This is an optimization exercise on Yosys and OpenROAD, whose aim is small area, not a production implementation. In this exercise RTL edits were held to simulation tests only and were not proved equivalent to the original.

## flow/design.v (module list and top-level ports; edited modules follow where they fit)
// module top_level: 3988 lines
// module fa: 4 lines
// module ha: 4 lines
// module pn: 3 lines
// module pr: 3 lines
// module xr: 3 lines
// module xn: 3 lines
module top_level (
    input clk, reset,
    input logic signed [10:0] sig_modulated_fixed_real,
    input logic signed [10:0] sig_modulated_fixed_imag,
    input logic signed [10:0] demod_Lo_real,
    input logic signed [10:0] demod_Lo_imag,
    output logic signed [61:0] sig_demod_30_real,
    output logic signed [61:0] sig_demod_30_imag
);
  // ...
==> flow/flow/run.sh <==
#!/bin/bash
# The standard layout with smaller port buffers: buffer_ports otherwise picks
# clkdlybuf4s50_1 for every port. Outputs get buf_1 (from a hook run before
# global placement), inputs buf_4.
set -euo pipefail
export PRE_GLOBAL_PLACE_TCL="$(pwd)/flow/hook_out.tcl"
export BUFFER_PORTS_ARGS="-inputs -buffer_cell sky130_fd_sc_hd__buf_4"
bash standard.sh > standard.log 2>&1
==> flow/flow/hook_out.tcl <==
# buffer the outputs with the smallest buffer; global_place.tcl then buffers the inputs
buffer_ports -outputs -buffer_cell sky130_fd_sc_hd__buf_1
==> flow/standard.sh <==
#!/bin/bash
# synth_recipe.tcl (not shown) runs the flow's synth.tcl, then flattens the netlist and writes it again
# the make line also repeats each setting of config.mk as NAME=value (left out here)
make -C /OpenROAD-flow-scripts/flow DESIGN_CONFIG=/design/flow/config.mk WORK_HOME=/design/flow/orfs CLKGATE_MAP_FILE= SYNTH_SCRIPT=/design/flow/synth_recipe.tcl "${@:-finish}"
==> flow/config.mk <==
export PLATFORM = sky130hd
export DESIGN_NAME = top_level
export DESIGN_NICKNAME = top_level
export VERILOG_FILES = /design/flow/design.v
export SDC_FILE = /design/flow/constraint.sdc
export NUM_CORES = 4
export LEC_CHECK = 0
export CAP_MARGIN = 20
export CORE_MARGIN = 2
export CORE_UTILIZATION = 50
export CTS_BUF_LIST = sky130_fd_sc_hd__clkbuf_8
export GPL_TIMING_DRIVEN = 0
export SETUP_SLACK_MARGIN = 0.1
export SLEW_MARGIN = 20
export SYNTH_HIERARCHICAL = 1
export SYNTH_MINIMUM_KEEP_SIZE = 0
==> flow/constraint.sdc <==
create_clock -name core_clock -period 10.0 [get_ports {clk}]
set_input_delay 2.0000 -clock core_clock [delete_from_list [all_inputs] [get_ports {clk}]]
set_output_delay 2.0000 -clock core_clock [all_outputs]
set_load 0.01 [all_outputs]
==> notes.md, run 1 <==
reg2reg start cnt[3]; leading area contributor after synthesis fa_1; Most Crowded Layer GR met2; I/O Buffers 168; DR WL met3 6.544 mm; Worst path depth 30; setup slack after layout 368.8 ps; crit path max fanout 5; CP startpoint demod_Lo_real[10]; layout cells sized above 1 9.301%; Final min period 9631 ps; multi-input logic area 18870 um2; FF/Latch Area 3344 um2; met1 WL 30.40 mm; Slew headroom 32.69%; Cell variety after synth 43; number of enable flip-flop cells after synthesis 0; R2R cell count 35; net count reported at finish 3443; Final Max Tran Viols 0; total gr overflow 0; Max Clk Rate 103.8 MHz; clock transition at the registers of the reported paths 90 ps; Core Region 46260 um2; dominant class by area multi-input gates; status complete, no violations; cell row count 79; final-report hold violation count 0; top-count cell post-synth nand2_1; multi-input combinational area share 72.92%; flops & latches, synth 167; Final Skew 17.63 ps; CTS H-tree depth 4; count of final setup violators 0
==> inputs of run 2 (changes only) <==
--- a/flow/config.mk
+++ b/flow/config.mk
@@ -11,4 +11,4 @@
 export CTS_BUF_LIST = sky130_fd_sc_hd__clkbuf_8
-export GPL_TIMING_DRIVEN = 0
-export SETUP_SLACK_MARGIN = 0.1
+export GPL_TIMING_DRIVEN = 1
+export SETUP_SLACK_MARGIN = 0.03
 export SLEW_MARGIN = 20
==> notes.md, run 2 <==
TritonRoute pass-1 iters 5; final-report hold violation count 0 (unchanged); commonest non-fill, non-tap cell in the layout nand2_1; Final GP Congestion 0.9417; Hold Path Class flop to flop; Min Hold Slack 452.9 ps; Final TNS setup 0 ps; ys async rst share 0%; initial DRC count 1310; most common cell type on the critical path fa_1; placed instance area 24980 um2; I/O pin cnt 170; layout cells sized above 1 9.636% (+0.34 points); Initial Utilization 50.32%; Yosys Warn Count 7; hpwl dp 54.80 mm; flops & latches, synth 167 (unchanged); Setup crit end acc_re[28]; Mapped Avg Cell Area 9.211 um2; Fill cells 4317; dpl ws -35.56 ps; max cap viols 0; Cell variety after synth 43 (unchanged); count of final setup violators 0 (unchanged); cell row count 79 (unchanged); crit start category input port; R2R cell count 31 (-11%); RSZ-0062 raised after global routing no; initial antenna violation count 0; multi-input logic area 18750 um2 (-0.65%); Reg2Reg Capture Point acc_im[28]; CP startpoint demod_Lo_real[10]; CP required 10360 ps; Area contributors post-synth fa_1, dfxtp_1, nand2_1; Mapped Nets 3208; CP peak stage delay 520 ps; CTS tree built; die width 219.8 um; Max Clk Rate 104.7 MHz (+0.87%); setup slack after layout 451.6 ps (+82.77 ps); WL/cell 20.60 um; critical path arrival 9910 ps; vias 18060; Tot GR Track Use 29.74%; clock sink total 167; Core Util, Final 54.96%; Core Region 46260 um2 (unchanged); Cells after Synth 2527; Final Max Tran Viols 0 (unchanged); WL final 66.82 mm; vias in the first global route 19570; total gr overflow 0 (unchanged); DRT antenna net count 0; R2R setup slack 960 ps; commonest cells after routing, fill and taps aside nand2_1, fa_1, nor2_1; Antenna Cells 0; net count reported at finish 3304 (-4.0%); Slew headroom 35.11% (+2.4 points); Vias/cell 5.569; status complete, no violations; Final Cell Area 25420 um2; CTS H-tree depth 4 (unchanged); Post-Syn Area 23280 um2; Non-Filler Instances 3243; clock latency on the worst-skew pair 510 ps; critical setup path kind input port to flop; Num CTS Buffers 17; first-pass GRT wire length 109.6 mm; number of enable flip-flop cells after synthesis 0 (unchanged); largest net degree at the start of global routing 89; I/O Buffers 169 (+0.60%); DIE HEIGHT 219.8 um; reg2reg start cnt[3]; crit path max fanout 8 (+3); Final Skew 15.26 ps (-2.370 ps); die area 48300 um2; clock root buffer clkbuf_8; FF/Latch Area 3351 um2 (+0.19%); Area growth syn-to-layout 9.224%; leading area contributor after synthesis fa_1; postcts setup bufs 0; sequential cell area fraction in the yosys report 14.36%; Synth top cells by count nand2_1, fa_1, nor2_1, dfxtp_1, ha_1; share of the synthesized area in the top cell type 42.23%; crit end category flop; Final min period 9548 ps (-82.77 ps); clock transition at the registers of the reported paths 80 ps (about the same); placed insts 3211; clock buffer depth 2; hold buffers post-CTS 0; top-count cell post-synth nand2_1; HP Start acc_re[28]; ys flop type dfxtp_1; slowest CP cell fa_1; DRC Markers 0; Period Utilization, post-route 95.48%; Worst-Margin Slew 973.4 ps; cts repair resizes 0
## run 2: cell counts after synthesis
No cell type changed its count.
## run 2: worst max-delay path: cells and delay by family
kind	cells	cell delay (ps)
AOI/OAI and AO/OA	11	2440
buffers and inverters	3	450
xor gates and xnor gates	2	390
and+or+nand+nor	4	410
adders and majority gates	10	4210
## run 2: logic make-up (layout without fill, tap and decap cells)
group / Yosys count / in the layout / synth area share, %
compound gates: 292 / 292 / 7.832
xor+xnor: 102 / 102 / 3.838
fa+ha+maj: 635 / 635 / 49.97
buf+inv: 255 / 364 / 5.241
flops: 167 / 167 / 14.36
mux: 4 / 4 / 0.1720
simple gates: 1072 / 1072 / 18.59
## run 2: cell type report
class                           instances  share of cell area [%]
Tap cell                              607                   2.987
Multi-Input combinational cell       2105                   73.74
Clock inverter                         13                  0.7087
Inverter                              126                   1.875
Sequential cell                       167                   13.18
Clock buffer                           19                   1.029
Timing Repair Buffer                  206                   6.476
## run 2: worst min-delay path by stage
stage                 endpoint  slack [ps]  depth (start not counted)
finish              out_re[28]         450                          2
global route         out_im[1]         480                          2
CTS                 out_re[24]         460                          2
detailed placement  out_im[28]         450                          2
global placement    out_im[28]         440                          2
floorplan            out_im[0]         430                          2
## run 2: per-layer routing
layer	global-route usage [%]	vias to the layer above	routed length, um
li1	-	8148	-
met1	43.39	9092	29910
met2	45.72	724	29850
met3	5.411	96	5480
met4	8.009	0	1571
met5	0	-	0
## run 2: Yosys stat by module, one instance, submodules excluded
module	times used	cells inside	cell area [um2]	flip-flops and latches
top_level	1	1328	9204	167
fa	491	1	20.02	0
ha	124	1	12.51	0
xn	100	1	8.758	0
pn	323	1	3.754	0
pr	161	1	3.754	0
==> inputs of run 3 (changes only) <==
--- a/flow/config.mk
+++ b/flow/config.mk
@@ -12,3 +12,3 @@
 export GPL_TIMING_DRIVEN = 1
-export SETUP_SLACK_MARGIN = 0.03
+export SETUP_SLACK_MARGIN = 0.1
 export SLEW_MARGIN = 20
==> notes.md, run 3 <==
Yosys Warn Count 7 (unchanged); Hold Path Sink out_re[28]; Min Hold Slack 452.9 ps (+0.03100 ps); Core Util, Final 55.00% (about the same); CP peak stage delay 530 ps (about the same); vias 18000 (-0.36%); Synth top cells by count nand2_1, fa_1, nor2_1, dfxtp_1, ha_1; share of the synthesized area in the top cell type 42.23% (unchanged); status complete, no violations; CTS tree built; clock buffer depth 2 (unchanged); placed instance area 24980 um2 (unchanged); Cells after Synth 2527 (unchanged); ys async rst share 0% (unchanged); count of final setup violators 0 (unchanged); Final Skew 15.98 ps (+0.7257 ps); HP Start acc_re[28]; DRT antenna net count 0 (unchanged); Area contributors post-synth fa_1, dfxtp_1, nand2_1; Hold Path Class flop to flop; Most Crowded Layer GR met2; Hold Path Depth 2 (unchanged); commonest non-fill, non-tap cell in the layout nand2_1; DIE HEIGHT 219.8 um (unchanged); CP required 10360 ps (about the same); Max Clk Rate 105.2 MHz (+0.49%); reg2reg start cnt[3]; total gr overflow 0 (unchanged); cell row count 79 (unchanged); TritonRoute pass-1 iters 6 (+1); critical setup path kind input port to flop; vias in the first global route 19570 (unchanged); M3 GR Usage 5.411% (unchanged); max cap viols 0 (unchanged); Post-Syn Area 23280 um2 (unchanged); die area 48300 um2 (unchanged); most common cell type on the critical path fa_1; net count reported at finish 3304 (unchanged); Vias/cell 5.549 (-0.36%); Tot GR Track Use 29.74% (unchanged); met2 Usage GRT 45.72% (unchanged); Final TNS setup 0 ps (unchanged); critical path arrival 9860 ps (-50 ps); Non-Filler Instances 3243 (unchanged); clock sink total 167 (unchanged); flops & latches, synth 167 (unchanged); Mapped Nets 3208 (unchanged); clock transition at the registers of the reported paths 80 ps (about the same); number of enable flip-flop cells after synthesis 0 (unchanged); Period Utilization, post-route 95.02% (-0.47 points); clock root buffer clkbuf_8; commonest cells after routing, fill and taps aside nand2_1, fa_1, nor2_1; Fill cells 4316 (-0.023%); leading area contributor after synthesis fa_1; layout cells sized above 1 9.750% (+0.11 points); Reg2Reg Capture Point acc_im[28]; R2R cell count 31 (unchanged); Slew headroom 35.07% (-0.038 points); hold buffers post-CTS 0 (unchanged); I/O Buffers 169 (unchanged); clock latency on the worst-skew pair 510 ps (about the same); slowest CP cell fa_1; ys flop type dfxtp_1; setup slack after layout 498.4 ps (+46.86 ps); CTS H-tree depth 4 (unchanged); I/O pin cnt 170 (unchanged); RSZ-0062 raised after global routing yes; initial DRC count 1311 (+0.076%); Core Region 46260 um2 (unchanged); R2R setup slack 990 ps (+30 ps); hpwl dp 54.80 mm (unchanged); Final Cell Area 25440 um2 (about the same); sequential cell area fraction in the yosys report 14.36% (unchanged); Mapped Avg Cell Area 9.211 um2 (unchanged); cts repair resizes 0 (unchanged); Antenna Cells 0 (unchanged); crit start category input port; WL final 66.91 mm (+0.14%); crit path max fanout 8 (unchanged); Initial Utilization 50.32% (unchanged); initial antenna violation count 0 (unchanged); Num CTS Buffers 17 (unchanged); die width 219.8 um (unchanged); met1 usage 43.39% (unchanged); postcts setup bufs 0 (unchanged); crit end category flop; top-count cell post-synth nand2_1; Worst-Margin Slew 973.9 ps (+0.5671 ps); Final GP Congestion 0.9417 (unchanged); Final Max Tran Viols 0 (unchanged); final-report hold violation count 0 (unchanged); first-pass GRT wire length 109.6 mm (unchanged); Cell variety after synth 43 (unchanged); placed insts 3211 (unchanged); Final min period 9502 ps (-46.86 ps); Area growth syn-to-layout 9.299% (about the same); largest net degree at the start of global routing 89 (unchanged); dpl ws -35.56 ps (unchanged); WL/cell 20.63 um (+0.14%); DRC Markers 0 (unchanged)
[run 3: worst max path at each step]
| stage | slack (ps) | endpoint | startpoint |
|---|---|---|---|
| final | 500 | acc_re[28] | demod_Lo_real[10] |
| after global routing | 80 | acc_re[28] | demod_Lo_real[10] |
| after CTS | 500 | acc_re[28] | demod_Lo_real[10] |
| after detailed placement | -40 | acc_re[28] | demod_Lo_real[10] |
| after global placement | 30 | acc_re[28] | demod_Lo_real[10] |
| after floorplan | 470 | acc_re[28] | demod_Lo_real[10] |
[run 3: critical path: cells and delay by family]
family,cells,cell delay [ps]
fa+ha+maj,9,3910
buf+inv,4,590
xor+xnor,2,350
compound gates,11,2510
simple gates,4,490
[run 3: cell families after synthesis]
kind of cell    count (synthesis)  share of synthesized area [%]
compound gates                292                          7.832
xor+xnor                      102                          3.838
fa+ha+maj                     635                          49.97
buf+inv                       255                          5.241
flops                         167                          14.36
mux                             4                         0.1720
simple gates                 1072                          18.59
[run 3: area by class of cell]
cell class,count,area [um2],area share [%]
multi-input combinational,2105,18760,73.75
sequential,167,3351,13.17
timing repair buffer,206,1647,6.472
tap,607,759.5,2.985
inverter,126,480.5,1.888
clock buffer,19,261.5,1.028
clock inverter,13,180.2,0.7082
[run 3: modules after synthesis (local to each module, per instance)]
| module | times used | cells inside |
|---|---|---|
| top_level | 1 | 1328 |
| fa | 491 | 1 |
| ha | 124 | 1 |
| xn | 100 | 1 |
| pn | 323 | 1 |
| pr | 161 | 1 |
[run 3: per-layer routing]
layer	wire length [um]	share of wire [%]	up-vias
met3	5309	7.9	96
li1	-	-	8146
met2	29880	45	671
met5	0	0	-
met4	1559	2.3	0
met1	30160	45	9082
==> inputs of run 4 (changes only) <==
--- a/flow/config.mk
+++ b/flow/config.mk
@@ -11,2 +11,4 @@
 export CTS_BUF_LIST = sky130_fd_sc_hd__clkbuf_8
+export CTS_CLUSTER_DIAMETER = 100
+export CTS_CLUSTER_SIZE = 30
 export GPL_TIMING_DRIVEN = 1
==> notes.md, run 4 <==
R2R setup slack 990 ps (about the same); DRC Markers 0 (unchanged); share of the synthesized area in the top cell type 42.23% (unchanged); met1 WL 30.16 mm (unchanged); ys flop type dfxtp_1; Post-Syn Area 23280 um2 (unchanged); number of enable flip-flop cells after synthesis 0 (unchanged); Antenna Cells 0 (unchanged); initial antenna violation count 0 (unchanged); Cells after Synth 2527 (unchanged); WL/cell 20.63 um (unchanged); ys async rst share 0% (unchanged); Non-Filler Instances 3243 (unchanged); R2R cell count 31 (unchanged); first-pass GRT wire length 109.6 mm (unchanged); Final TNS setup 0 ps (unchanged); DR WL met3 5.309 mm (unchanged); CTS H-tree depth 4 (unchanged); Cell variety after synth 43 (unchanged); Final min period 9502 ps (unchanged); TritonRoute pass-1 iters 6 (unchanged); Post-Synth XOR/XNOR Area 3.838% (unchanged); Core Region 46260 um2 (unchanged); Post-Synth Adder-Cell Area 49.97% (unchanged); Area contributors post-synth fa_1, dfxtp_1, nand2_1; reg2reg start cnt[3]; net count reported at finish 3304 (unchanged); Worst-Margin Slew 973.9 ps (unchanged); Synth Area in Compound Gates 7.832% (unchanged); hold buffers post-CTS 0 (unchanged); Synth top cells by count nand2_1, fa_1, nor2_1, dfxtp_1, ha_1; placed insts 3211 (unchanged); Hold Path Sink out_re[28]; flops & latches, synth 167 (unchanged); clock latency on the worst-skew pair 510 ps (about the same); total gr overflow 0 (unchanged); commonest cells after routing, fill and taps aside nand2_1, fa_1, nor2_1; Max Clk Rate 105.2 MHz (unchanged); cell row count 79 (unchanged); vias in the first global route 19570 (unchanged); initial DRC count 1311 (unchanged); clock buffer depth 2 (unchanged); Routed met2 length 29.88 mm (unchanged); Yosys Warn Count 7 (unchanged); critical path arrival 9860 ps (about the same); Slew headroom 35.07% (unchanged); Num CTS Buffers 17 (unchanged); Vias/cell 5.549 (unchanged); vias 18000 (unchanged); DRT antenna net count 0 (unchanged); die area 48300 um2 (unchanged); status complete, no violations; largest net degree at the start of global routing 89 (unchanged); clock transition at the registers of the reported paths 80 ps (about the same); leading area contributor after synthesis fa_1; Max Used Layer met4; I/O Buffers 169 (unchanged); Period Utilization, post-route 95.02% (unchanged); DIE HEIGHT 219.8 um (unchanged); Hold Path Depth 2 (unchanged); RSZ-0062 raised after global routing yes; Final GP Congestion 0.9417 (unchanged); Mapped Nets 3208 (unchanged); Tot GR Track Use 29.74% (unchanged); largest family of logic cells by synthesized area adder cells; simple-gate share of the synthesized area 18.59% (unchanged); postcts setup bufs 0 (unchanged); die width 219.8 um (unchanged); count of final setup violators 0 (unchanged); CP peak stage delay 530 ps (about the same); layout cells sized above 1 9.750% (unchanged); top-count cell post-synth nand2_1; clock sink total 167 (unchanged); most common cell type on the critical path fa_1; Mapped Avg Cell Area 9.211 um2 (unchanged); Initial Utilization 50.32% (unchanged); final-report hold violation count 0 (unchanged); Hold Path Class flop to flop; Reg2Reg Capture Point acc_im[28]; CP startpoint demod_Lo_real[10]; crit path max fanout 8 (unchanged); sequential cell area fraction in the yosys report 14.36% (unchanged); CTS tree built; critical setup path kind input port to flop; commonest non-fill, non-tap cell in the layout nand2_1; I/O pin cnt 170 (unchanged); clock root buffer clkbuf_8; post-synthesis mux area share 0.1720% (unchanged); Area growth syn-to-layout 9.299% (unchanged); CP required 10360 ps (about the same); Final Skew 15.98 ps (unchanged); max cap viols 0 (unchanged); crit end category flop; slowest CP cell fa_1; crit start category input port; Final Max Tran Viols 0 (unchanged); HP Start acc_re[28]; WL final 66.91 mm (unchanged); hpwl dp 54.80 mm (unchanged)
## run 4: cell counts after synthesis
Identical to the previous run, type by type.
## run 4: worst max-delay path by stage
stage,end,slack (ps),depth (start not counted)
after floorplan,acc_re[28],470,29
after global placement,acc_re[28],30,30
after detailed placement,acc_re[28],-40,30
after CTS,acc_re[28],500,30
after global routing,acc_re[28],80,32
final,acc_re[28],500,30
## run 4: layout make-up
class / count / area (um2)
clock buffer: 19 / 261.5
multi-input combinational: 2105 / 18760
timing repair buffer: 206 / 1647
tap: 607 / 759.5
inverter: 126 / 480.5
fill: 4316 / 20820
clock inverter: 13 / 180.2
sequential: 167 / 3351
## run 4: stage by stage
stage | area, um2 | hold WS [ps] | setup slack, ps | utilization [%]
floorplan | 23280 | 427.3 | 465.5 | -
global placement | 24980 | 440.8 | 27.39 | 54.00
detailed placement | 24980 | 445.1 | -35.56 | 54.00
CTS | 25420 | 458.8 | 500.9 | 54.95
global route | 25440 | 477.4 | 83.06 | 55.00
finish | 25440 | 452.9 | 498.4 | 55.00
## run 4: cell families (layout without fill, tap and decap cells)
group                      Yosys count  after routing
adders and majority gates          635            635
and+or+nand+nor                   1072           1072
AOI/OAI and AO/OA                  292            292
xor gates and xnor gates           102            102
DFF                                167            167
muxes                                4              4
buffers and inverters              255            364
## run 4: critical path: cells and delay by family
family	cells	cell delay (ps)
buf+inv	4	590
xor+xnor	2	350
simple gates	4	490
fa+ha+maj	9	3910
compound gates	11	2510
## run 4: Yosys stat by module (local to each module, per instance)
module	cell area [um2]	flip-flops and latches	times used
fa	20.02	0	491
ha	12.51	0	124
pn	3.754	0	323
pr	3.754	0	161
top_level	9204	167	1
xn	8.758	0	100
## run 4: timing repair
item                                    4_1_cts  5_1_grt
resized for setup                             0        4
endpoints found under the setup margin        0        4
hold endpoints to repair                      0        0
## run 4: routing by layer
metal,GRT usage [%],up-vias
li1,-,8146
met1,43.39,9082
met2,45.72,671
met3,5.411,96
met4,8.009,0
met5,0,-

==> what the ideal ports hide <==
How much do the figures lean on ideal ports? The routed layouts below were timed once more, with nothing changed but the port constraints. Step 1 sets driving cells, clkbuf_16 on the clock port and buf_2 on the other inputs (assumed; they add their load-dependent delay and slew). Step 2, shift: input delay + t, output delay - t, t = (earliest + latest rising clock arrival at the registers) / 2. This alone moves slack from input paths to output paths. Three values: no drivers, after step 1, after step 2; two values: the first two.
run	shift t [ns]	slack for setup (ns)	hold WS [ns]	worst setup path at the end	latest minus earliest clock arrival (ns)
run 1	0.538	0.369 / 0.391 / -0.147	0.455 / 0.455 / 0.455	input to register	0.020 / 0.020
run 2	0.549	0.452 / 0.468 / -0.081	0.453 / 0.453 / 0.453	input to register	0.016 / 0.016
run 3	0.548	0.498 / 0.512 / -0.036	0.453 / 0.453 / 0.453	input to register	0.017 / 0.016
run 4	0.548	0.498 / 0.512 / -0.036	0.453 / 0.453 / 0.453	input to register	0.017 / 0.016
With both steps, setup timing fails in every run listed, where it was met with ideal ports.
